Source: an optimization exercise on an open RTL-to-GDS flow (aim: small area and a short achievable clock period). Production flows keep margins and buffers that such runs may drop.
At most, simulation tests tie the RTL to the original design; equivalence was not proved.
Power is estimated from default activity; no workload was simulated.

==> flow/design.v <==
module bcd_fadd(
    input  [3:0] a,
    input  [3:0] b,
    output       g,
    output [3:0] l );
    wire k = a[0] & b[0];
    wire c1, c2;
    assign l[0] = a[0] ^ b[0];
    assign l[1] = a[1] ^ b[1] ^ k;
    assign c1   = (a[1] & b[1]) | (a[1] & k) | (b[1] & k);
    assign l[2] = a[2] ^ b[2] ^ c1;
    assign c2   = (a[2] & b[2]) | (a[2] & c1) | (b[2] & c1);
    assign l[3] = a[3] | b[3] | c2;                        
    assign g    = (a[3] & b[3]) | (a[3] & c2) | (b[3] & c2);  
endmodule
module bcd_finc(
    input  [3:0] l,
    input        g,
    input        c,
    output       cout,
    output [3:0] sum );
    wire [3:0] h = {g, l[3] & ~g, l[2:1]};
    wire gen  = h[3] | (h[2] & (h[1] | h[0]));       
    wire prop = (h[2] & ~h[1] & ~h[0]) & l[0];        
    assign cout = gen | (c & prop);
    wire w = l[0] & c;
    assign sum[0] = l[0] ^ c;
    wire is4 = h[2] & ~h[1] & ~h[0];
    wire is9 = h[3] & h[0];
    wire [2:0] m;    
    assign m[0] = h[0] ^ gen;
    assign m[1] = h[1] ^ (~h[0] & (h[3] | (h[2] & h[1])));
    assign m[2] = is4 | is9;
    assign sum[1] = m[0] ^ (w & ~m[2]);
    assign sum[2] = m[1] ^ (w & m[0]);
    assign sum[3] = w ? (m[0] & m[1]) : m[2];
endmodule
module bcd_adder100_core(
    input  [399:0] l,
    input  [99:0]  g,
    input          cin,
    output         cout,
    output [399:0] sum );
    wire [100:0] c;
    assign c[0] = cin;
    genvar i;
    generate
        for (i = 0; i < 100; i = i + 1) begin : digit
            bcd_finc u_inc(
                .l(l[4*i+3 : 4*i]),
                .g(g[i]),
                .c(c[i]),
                .cout(c[i+1]),
                .sum(sum[4*i+3 : 4*i]));
        end
    endgenerate
    assign cout = c[100];
endmodule
module bcd_adder100(
    input              clk,
    input      [399:0] a,
    input      [399:0] b,
    input              cin,
    output reg         cout,
    output reg [399:0] sum );
    wire [399:0] l_w;
    wire [99:0]  g_w;
    reg  [399:0] l_r;
    reg  [99:0]  g_r;
    reg          cin_r;
    wire         cout_w;
    wire [399:0] sum_w;
    genvar i;
    generate
        for (i = 0; i < 100; i = i + 1) begin : pre
            bcd_fadd u_pre(
                .a(a[4*i+3 : 4*i]),
                .b(b[4*i+3 : 4*i]),
                .g(g_w[i]),
                .l(l_w[4*i+3 : 4*i]));
        end
    endgenerate
    bcd_adder100_core u_core(
        .l(l_r), .g(g_r), .cin(cin_r), .cout(cout_w), .sum(sum_w));
    always @(posedge clk) begin
        l_r   <= l_w;
        g_r   <= g_w;
        cin_r <= cin;
        cout  <= cout_w;
        sum   <= sum_w;
    end
endmodule
Settings: LEC_CHECK=0, CAP_MARGIN=20, CORE_AREA=4 4 756 126, CTS_BUF_LIST=sky130_fd_sc_hd__clkbuf_16, CTS_CLUSTER_DIAMETER=80, CTS_CLUSTER_SIZE=28, DIE_AREA=0 0 760 130, SLEW_MARGIN=20; clock period 180.0 ns.
standard.sh (not shown) runs the stock make flow with config.mk's settings and CLKGATE_MAP_FILE= SYNTH_SCRIPT=/design/flow/synth_recipe.tcl, a recipe that flattens the netlist after the stock synthesis.
==> flow/flow/run.sh <==
#!/bin/bash
# The standard layout (standard.sh), with these changes:
#  - synthesis maps with an area-oriented ABC script (flow/abc_area.script)
#    and skips the early "abc -fast" of Yosys's synth (-noabc), so the full
#    and half adders are extracted from the design as written;
#  - every port is buffered with the smallest buffer, buf_1;
#  - the ports are placed digit by digit along the die (flow/io.tcl).
# The rest of ORFS's scripts is used unchanged, from a copy in this folder.
set -euo pipefail
rm -rf scripts_local
cp -r "$FLOW_HOME/scripts" scripts_local
cp flow/abc_area.script scripts_local/abc_speed.script
export SCRIPTS_DIR="$PWD/scripts_local"
export SYNTH_ARGS="-noabc"
export BUFFER_PORTS_ARGS="-buffer_cell sky130_fd_sc_hd__buf_1"
export IO_CONSTRAINTS="$PWD/flow/io.tcl"
bash standard.sh > standard.log 2>&1
==> flow/flow/abc_area.script <==
&get -n
&st
&dch
&nf -R 1000
&put
topo
stime -c
==> flow/flow/io.tcl <==
# Pin placement: digit i of a, b and sum gets the edge slice of the die
# above and below x = [M + i*DW, M + (i+1)*DW): a and two sum bits on the
# top edge, b and the other two sum bits on the bottom edge, so each
# digit's logic sits in one column and its port wires stay short.
set M 10.0
set W [expr {[lindex [ord::get_die_area] 2] - [lindex [ord::get_die_area] 0]}]
set DW [expr {($W - 2 * $M) / 100.0}]
for {set i 0} {$i < 100} {incr i} {
  set x0 [expr {$M + $i * $DW}]
  set x1 [expr {$x0 + $DW}]
  set top {}
  set bot {}
  for {set j 0} {$j < 4} {incr j} {
    set k [expr {4 * $i + $j}]
    lappend top "a\[$k\]"
    lappend bot "b\[$k\]"
  }
  lappend top "sum\[[expr {4 * $i}]\]" "sum\[[expr {4 * $i + 1}]\]"
  lappend bot "sum\[[expr {4 * $i + 2}]\]" "sum\[[expr {4 * $i + 3}]\]"
  set_io_pin_constraint -pin_names $top -region top:[format %.2f $x0]-[format %.2f $x1]
  set_io_pin_constraint -pin_names $bot -region bottom:[format %.2f $x0]-[format %.2f $x1]
}
set_io_pin_constraint -pin_names {cin} -region left:*
set_io_pin_constraint -pin_names {cout} -region right:*
set_io_pin_constraint -pin_names {clk} -region left:*
Change:
--- a/flow/design.v
+++ b/flow/design.v
@@ -11,6 +11,6 @@
     assign l[2] = a[2] ^ b[2] ^ c1;
     assign c2   = (a[2] & b[2]) | (a[2] & c1) | (b[2] & c1);
-    assign l[3] = a[3] | b[3] | c2;                        
-    assign g    = (a[3] & b[3]) | (a[3] & c2) | (b[3] & c2);  
+    assign l[3] = a[3] ^ b[3] ^ c2;
+    assign g    = (a[3] & b[3]) | (a[3] & c2) | (b[3] & c2);
 endmodule
 module bcd_finc(
@@ -20,5 +20,5 @@
     output       cout,
     output [3:0] sum );
-    wire [3:0] h = {g, l[3] & ~g, l[2:1]};
+    wire [3:0] h = {g, l[3:1]};
     wire gen  = h[3] | (h[2] & (h[1] | h[0]));       
     wire prop = (h[2] & ~h[1] & ~h[0]) & l[0];        
Wire length goes down by 1.4%. Register-to-register slack degrades by 1600 ps. Setup slack improves by 38 ps. Non-clock buffer count is unchanged. Total power came out higher by 6.1%. Final area came out higher by 0.89%. Clock-buffer cell count stays the same. Critical path depth stays the same. Combinational power went up by 13%. Clock power stays flat.
The RTL of the first run of this note was laid out without a check of its function.

[static timing again, ports no longer ideal]
Ports are ideal in the flow. The routed layouts listed here were re-timed in OpenROAD.
Step 1 (the two cells are an assumption about what drives the block):
set clk [get_ports {clk}]
set_driving_cell -lib_cell sky130_fd_sc_hd__clkbuf_16 $clk
set_driving_cell -lib_cell sky130_fd_sc_hd__buf_2 [delete_from_list [all_inputs] $clk]
Step 2 adds t to the input delays and takes it off the output delays; t is the mean of the earliest and latest rising clock arrival at the registers after step 1. Input paths then give back, and output paths get back, about the clock's delay inside the block.
Slacks: no drivers / after step 1 / after step 2; pairs: no drivers / after step 1.
run	shift t [ns]	slack for setup (ns)	worst hold slack (ns)
the first run	0.734	142.750 / 142.656 / 142.365	0.480 / 0.480 / 0.480
the second run	0.722	142.788 / 142.697 / 142.249	0.480 / 0.480 / 0.480
After both steps setup and hold are still met in every run listed. The setup slack of the second run, which loses most, moves by -0.091 ns with the drivers and by -0.539 ns with both steps.
